Background: an optimization exercise with open tools, aiming at small area and a short achievable clock period. Do not read the settings as production practice.
RTL that was checked went through simulation tests only; none was proved equivalent to the original.

==> inputs of 02-10 <==
Design float_ops, start of the top module:
module float_ops(
	input         clk,
	input         rst_n,
	input  [31:0] add_a,
	input  [31:0] add_b,
	output [31:0] add_out,
	input  [31:0] mul_a,
	input  [31:0] mul_b,
	output [31:0] mul_out,
	input  [31:0] cmp_a,
	input  [31:0] cmp_b,
	output        cmp_gt,
	output        cmp_eq,
	output        cmp_lt,
	input  [31:0] f2i_in,
	output [31:0] f2i_out,
	input  [31:0] i2f_in,
	output [31:0] i2f_out
);
==> module float_adder, before the edit <==
module float_adder(clk,rst_n,add_a,add_b,adder_out);
input wire [31:0] add_a,add_b;
output wire [31:0] adder_out;
input rst_n,clk;
wire        s_d, sub_d, bz_d, hb_d;
wire [7:0]  e_d;
wire [4:0]  d_d;
wire [22:0] fa_d, fb_d;
add_order u_ord(.a(add_a), .b(add_b), .s(s_d), .sub(sub_d), .bz(bz_d), .hb(hb_d),
	.e(e_d), .d(d_d), .fa(fa_d), .fb(fb_d));
reg        s0, sub0, bz0, hb0;
reg [7:0]  e0;
reg [4:0]  d0;
reg [22:0] fa0, fb0;
always @(posedge clk) begin
	s0   <= s_d;
	sub0 <= sub_d;
	bz0  <= bz_d;
	e0   <= e_d;
	d0   <= d_d;
	fa0  <= fa_d;
	hb0  <= hb_d;
	fb0  <= fb_d;
end
wire [23:0] bm = {hb0, fb0};
wire [26:0] ar = {2'b01, fa0, 2'b00};
wire [26:0] br = {1'b0, bm, 2'b00} >> d0;
reg st;
integer k;
always @(*) begin
	st = 1'b0;
	for (k = 0; k < 24; k = k + 1)
		if ((k + 3 <= d0) && (k + 23 >= d0)) st = st | bm[k];
end
wire [26:0] r;
add_sum27 u_sum(.a(ar), .b(br ^ {27{sub0}}), .ci(sub0 & ~st), .s(r));
reg [26:0] r1;
reg        s1, bz1, nan1;
reg [7:0]  e1;
always @(posedge clk) begin
	r1   <= r;
	s1   <= s0;
	bz1  <= bz0;
	nan1 <= &e0;
	e1   <= e0;
end
wire        s_n;
wire [7:0]  e_n;
wire [22:0] f_n;
add_norm u_nrm(.r(r1), .s(s1), .bz(bz1), .nan(nan1), .e(e1), .so(s_n), .eo(e_n), .fo(f_n));
reg        s2;
reg [7:0]  e2;
reg [22:0] f2;
always @(posedge clk) begin
	s2 <= s_n;
	e2 <= e_n;
	f2 <= f_n;
end
assign adder_out = {s2, e2, f2};
endmodule
==> module add_norm, before the edit <==
module add_norm(r, s, bz, nan, e, so, eo, fo);
input  wire [26:0] r;
input  wire        s, bz, nan;
input  wire [7:0]  e;
output reg         so;
output reg  [7:0]  eo;
output reg  [22:0] fo;
reg [4:0] ss;
integer i;
always @(*) begin
	ss = 5'd24;
	for (i = 3; i <= 26; i = i + 1)
		if (r[i]) ss = 26 - i;
end
wire [26:0] n    = r << ss;
wire [22:0] frac = n[25:3] + {22'd0, n[2]};
wire        zero = bz | ~|r;
always @(*) begin
	if (nan) begin
		so = s;
		eo = 8'hff;
		fo = 23'd1;
	end else if (zero) begin
		so = 1'b0;
		eo = 8'd0;
		fo = 23'd0;
	end else begin
		so = s;
		eo = e + 8'd1 - {3'd0, ss};
		fo = frac;
	end
end
endmodule
==> module float2int, before the edit <==
module float2int(clk,rst_n,float_in,int_out);
input wire clk,rst_n;
input wire [31:0] float_in;
output wire [31:0] int_out;
wire [31:0] mag;
wire [2:0]  any;
f2i_mag u_mag(.f(float_in[30:0]), .mag(mag), .any(any));
reg        s_r;
reg [31:0] m_r;
reg [2:0]  any_r;
always @(posedge clk) begin
	s_r   <= float_in[31];
	m_r   <= mag;
	any_r <= any;
end
f2i_neg u_neg(.m(m_r), .any(any_r), .s(s_r), .y(int_out));
endmodule
==> module f2i_mag, before the edit <==
module f2i_mag(f, mag, any);
input  wire [30:0] f;
output wire [31:0] mag;
output wire [2:0]  any;
wire [7:0]  e   = f[30:23];
wire [86:0] w   = {63'd0, 1'b1, f[22:0]} << e[5:0];
wire        mid = (e[7:6] == 2'b10) && (e[5:0] <= 6'd53);
assign mag = mid ? w[53:22] : {31'd0, e == 8'd127};
assign any = {|mag[23:16], |mag[15:8], |mag[7:0]};
endmodule
==> flow/config.mk <==
export PLATFORM = sky130hd
export DESIGN_NAME = float_ops
export DESIGN_NICKNAME = float_ops
export VERILOG_FILES = /design/flow/design.v
export SDC_FILE = /design/flow/constraint.sdc
export NUM_CORES = 4
export LEC_CHECK = 0
export CAP_MARGIN = 20
export CORE_MARGIN = 2
export CORE_UTILIZATION = 40
export CTS_CLUSTER_DIAMETER = 150
export CTS_CLUSTER_SIZE = 24
export SLEW_MARGIN = 20
export SYNTH_HIERARCHICAL = 1
export SYNTH_MINIMUM_KEEP_SIZE = 0
==> flow/constraint.sdc <==
create_clock -name core_clock -period 10.0 [get_ports {clk}]
set_input_delay 2.0000 -clock core_clock [delete_from_list [all_inputs] [get_ports {clk}]]
set_output_delay 2.0000 -clock core_clock [all_outputs]
set_load 0.01 [all_outputs]
standard.sh (not shown) runs the stock make flow with config.mk's settings and CLKGATE_MAP_FILE= SYNTH_SCRIPT=/design/flow/synth_recipe.tcl, a recipe that flattens the netlist after the stock synthesis.
==> flow/flow/run.sh <==
#!/bin/bash
set -euo pipefail
export BUFFER_PORTS_ARGS="-buffer_cell sky130_fd_sc_hd__buf_1"
export SETUP_SLACK_MARGIN=5.5
bash standard.sh finish > standard_flow.log 2>&1
==> 04-26: changes against 02-10 <==
--- a/flow/design.v
+++ b/flow/design.v
@@ -45,15 +45,31 @@
 	e1   <= e0;
 end
-wire        s_n;
-wire [7:0]  e_n;
-wire [22:0] f_n;
-add_norm u_nrm(.r(r1), .s(s1), .bz(bz1), .nan(nan1), .e(e1), .so(s_n), .eo(e_n), .fo(f_n));
+reg [4:0] ss;
+integer i;
+always @(*) begin
+	ss = 5'd24;
+	for (i = 3; i <= 26; i = i + 1)
+		if (r1[i]) ss = 26 - i;
+end
+wire [26:0] n    = r1 << ss;
+wire [22:0] frac = n[25:3] + {22'd0, n[2]};
+wire        zero = bz1 | ~|r1;
 reg        s2;
 reg [7:0]  e2;
 reg [22:0] f2;
 always @(posedge clk) begin
-	s2 <= s_n;
-	e2 <= e_n;
-	f2 <= f_n;
+	if (nan1) begin
+		s2 <= s1;
+		e2 <= 8'hff;
+		f2 <= 23'd1;
+	end else if (zero) begin
+		s2 <= 1'b0;
+		e2 <= 8'd0;
+		f2 <= 23'd0;
+	end else begin
+		s2 <= s1;
+		e2 <= e1 + 8'd1 - {3'd0, ss};
+		f2 <= frac;
+	end
 end
 assign adder_out = {s2, e2, f2};
@@ -91,37 +107,4 @@
 assign fb  = a_lt_b ? fam : fbm;
 endmodule
-module add_norm(r, s, bz, nan, e, so, eo, fo);
-input  wire [26:0] r;
-input  wire        s, bz, nan;
-input  wire [7:0]  e;
-output reg         so;
-output reg  [7:0]  eo;
-output reg  [22:0] fo;
-reg [4:0] ss;
-integer i;
-always @(*) begin
-	ss = 5'd24;
-	for (i = 3; i <= 26; i = i + 1)
-		if (r[i]) ss = 26 - i;
-end
-wire [26:0] n    = r << ss;
-wire [22:0] frac = n[25:3] + {22'd0, n[2]};
-wire        zero = bz | ~|r;
-always @(*) begin
-	if (nan) begin
-		so = s;
-		eo = 8'hff;
-		fo = 23'd1;
-	end else if (zero) begin
-		so = 1'b0;
-		eo = 8'd0;
-		fo = 23'd0;
-	end else begin
-		so = s;
-		eo = e + 8'd1 - {3'd0, ss};
-		fo = frac;
-	end
-end
-endmodule
 module float_mult(clk,rst_n,mul_a,mul_b,out_a);
 input wire [31:0] mul_a,mul_b;
@@ -699,7 +682,8 @@
 input wire [31:0] float_in;
 output wire [31:0] int_out;
-wire [31:0] mag;
-wire [2:0]  any;
-f2i_mag u_mag(.f(float_in[30:0]), .mag(mag), .any(any));
+wire [7:0]  e   = float_in[30:23];
+wire [86:0] w   = {63'd0, 1'b1, float_in[22:0]} << e[5:0];
+wire        mid = (e[7:6] == 2'b10) && (e[5:0] <= 6'd53);
+wire [31:0] mag = mid ? w[53:22] : {31'd0, e == 8'd127};
 reg        s_r;
 reg [31:0] m_r;
@@ -708,5 +692,5 @@
 	s_r   <= float_in[31];
 	m_r   <= mag;
-	any_r <= any;
+	any_r <= {|mag[23:16], |mag[15:8], |mag[7:0]};
 end
 f2i_neg u_neg(.m(m_r), .any(any_r), .s(s_r), .y(int_out));
@@ -736,14 +720,4 @@
 assign y = m ^ ({32{s}} & below);
 endmodule
-module f2i_mag(f, mag, any);
-input  wire [30:0] f;
-output wire [31:0] mag;
-output wire [2:0]  any;
-wire [7:0]  e   = f[30:23];
-wire [86:0] w   = {63'd0, 1'b1, f[22:0]} << e[5:0];
-wire        mid = (e[7:6] == 2'b10) && (e[5:0] <= 6'd53);
-assign mag = mid ? w[53:22] : {31'd0, e == 8'd127};
-assign any = {|mag[23:16], |mag[15:8], |mag[7:0]};
-endmodule
 module int2float(clk,rst_n,int_in,float_out);
 input wire clk,rst_n;
- ABC_AREA: default -> 1
==> 10-17: changes against 02-10 <==
--- a/flow/design.v
+++ b/flow/design.v
@@ -45,15 +45,31 @@
 	e1   <= e0;
 end
-wire        s_n;
-wire [7:0]  e_n;
-wire [22:0] f_n;
-add_norm u_nrm(.r(r1), .s(s1), .bz(bz1), .nan(nan1), .e(e1), .so(s_n), .eo(e_n), .fo(f_n));
+reg [4:0] ss;
+integer i;
+always @(*) begin
+	ss = 5'd24;
+	for (i = 3; i <= 26; i = i + 1)
+		if (r1[i]) ss = 26 - i;
+end
+wire [26:0] n    = r1 << ss;
+wire [22:0] frac = n[25:3] + {22'd0, n[2]};
+wire        zero = bz1 | ~|r1;
 reg        s2;
 reg [7:0]  e2;
 reg [22:0] f2;
 always @(posedge clk) begin
-	s2 <= s_n;
-	e2 <= e_n;
-	f2 <= f_n;
+	if (nan1) begin
+		s2 <= s1;
+		e2 <= 8'hff;
+		f2 <= 23'd1;
+	end else if (zero) begin
+		s2 <= 1'b0;
+		e2 <= 8'd0;
+		f2 <= 23'd0;
+	end else begin
+		s2 <= s1;
+		e2 <= e1 + 8'd1 - {3'd0, ss};
+		f2 <= frac;
+	end
 end
 assign adder_out = {s2, e2, f2};
@@ -91,37 +107,4 @@
 assign fb  = a_lt_b ? fam : fbm;
 endmodule
-module add_norm(r, s, bz, nan, e, so, eo, fo);
-input  wire [26:0] r;
-input  wire        s, bz, nan;
-input  wire [7:0]  e;
-output reg         so;
-output reg  [7:0]  eo;
-output reg  [22:0] fo;
-reg [4:0] ss;
-integer i;
-always @(*) begin
-	ss = 5'd24;
-	for (i = 3; i <= 26; i = i + 1)
-		if (r[i]) ss = 26 - i;
-end
-wire [26:0] n    = r << ss;
-wire [22:0] frac = n[25:3] + {22'd0, n[2]};
-wire        zero = bz | ~|r;
-always @(*) begin
-	if (nan) begin
-		so = s;
-		eo = 8'hff;
-		fo = 23'd1;
-	end else if (zero) begin
-		so = 1'b0;
-		eo = 8'd0;
-		fo = 23'd0;
-	end else begin
-		so = s;
-		eo = e + 8'd1 - {3'd0, ss};
-		fo = frac;
-	end
-end
-endmodule
 module float_mult(clk,rst_n,mul_a,mul_b,out_a);
 input wire [31:0] mul_a,mul_b;
@@ -699,7 +682,8 @@
 input wire [31:0] float_in;
 output wire [31:0] int_out;
-wire [31:0] mag;
-wire [2:0]  any;
-f2i_mag u_mag(.f(float_in[30:0]), .mag(mag), .any(any));
+wire [7:0]  e   = float_in[30:23];
+wire [86:0] w   = {63'd0, 1'b1, float_in[22:0]} << e[5:0];
+wire        mid = (e[7:6] == 2'b10) && (e[5:0] <= 6'd53);
+wire [31:0] mag = mid ? w[53:22] : {31'd0, e == 8'd127};
 reg        s_r;
 reg [31:0] m_r;
@@ -708,5 +692,5 @@
 	s_r   <= float_in[31];
 	m_r   <= mag;
-	any_r <= any;
+	any_r <= {|mag[23:16], |mag[15:8], |mag[7:0]};
 end
 f2i_neg u_neg(.m(m_r), .any(any_r), .s(s_r), .y(int_out));
@@ -736,14 +720,4 @@
 assign y = m ^ ({32{s}} & below);
 endmodule
-module f2i_mag(f, mag, any);
-input  wire [30:0] f;
-output wire [31:0] mag;
-output wire [2:0]  any;
-wire [7:0]  e   = f[30:23];
-wire [86:0] w   = {63'd0, 1'b1, f[22:0]} << e[5:0];
-wire        mid = (e[7:6] == 2'b10) && (e[5:0] <= 6'd53);
-assign mag = mid ? w[53:22] : {31'd0, e == 8'd127};
-assign any = {|mag[23:16], |mag[15:8], |mag[7:0]};
-endmodule
 module int2float(clk,rst_n,int_in,float_out);
 input wire clk,rst_n;
==> flow/flow/run.sh (replaced) <==
#!/bin/bash
set -euo pipefail
export BUFFER_PORTS_ARGS="-buffer_cell sky130_fd_sc_hd__buf_1"
export SETUP_SLACK_MARGIN=5.75
bash standard.sh finish > standard_flow.log 2>&1
==> notes <==
- 02-10 finished with timing, DRC and antenna clean. 04-26 ran to the end with no violations. 10-17 completed with no timing, DRC or antenna violations.
- Utilization: 10-17 > 04-26 > 02-10.
- In count of clock-buffer cells in the layout, 02-10 and 04-26 do not differ.
- Of 10-17 and 04-26, 04-26 has the higher critical path depth (gap 4).
- Sequential cell count is the same in 02-10 and 04-26.
- Sequential share of layout area: 02-10 > 04-26 > 10-17.
- The highest final area belongs to 10-17, the lowest to 02-10.
The RTL of 02-10 was laid out without a check of its function.

## re-timing with driven ports
How much do the figures lean on ideal ports? The routed layouts below were timed once more, with nothing changed but the port constraints.
Step 1 (the two cells are an assumption about what drives the block):
set clk [get_ports {clk}]
set_driving_cell -lib_cell sky130_fd_sc_hd__clkbuf_16 $clk
set_driving_cell -lib_cell sky130_fd_sc_hd__buf_2 [delete_from_list [all_inputs] $clk]
Step 2 also shifts input and output timing later by t, the mid clock arrival at the registers, as if the neighbouring blocks saw the same clock.
Slacks: ideal / step 1 / step 2; pairs: ideal / step 1.
| run | t (ns) | setup WS [ns] | worst slew at a driven data input, ns |
|---|---|---|---|
| 02-10 | 0.630 | 5.599 / 5.599 / 5.068 | 0.15 |
| 04-26 | 0.651 | 5.553 / 5.553 / 5.211 | 0.14 |
| 10-17 | 0.613 | 5.797 / 5.751 / 5.137 | 0.15 |
After both steps setup and hold are still met in every run listed. The setup slack of 10-17, which loses most, moves by -0.046 ns with the drivers and by -0.660 ns with both steps.
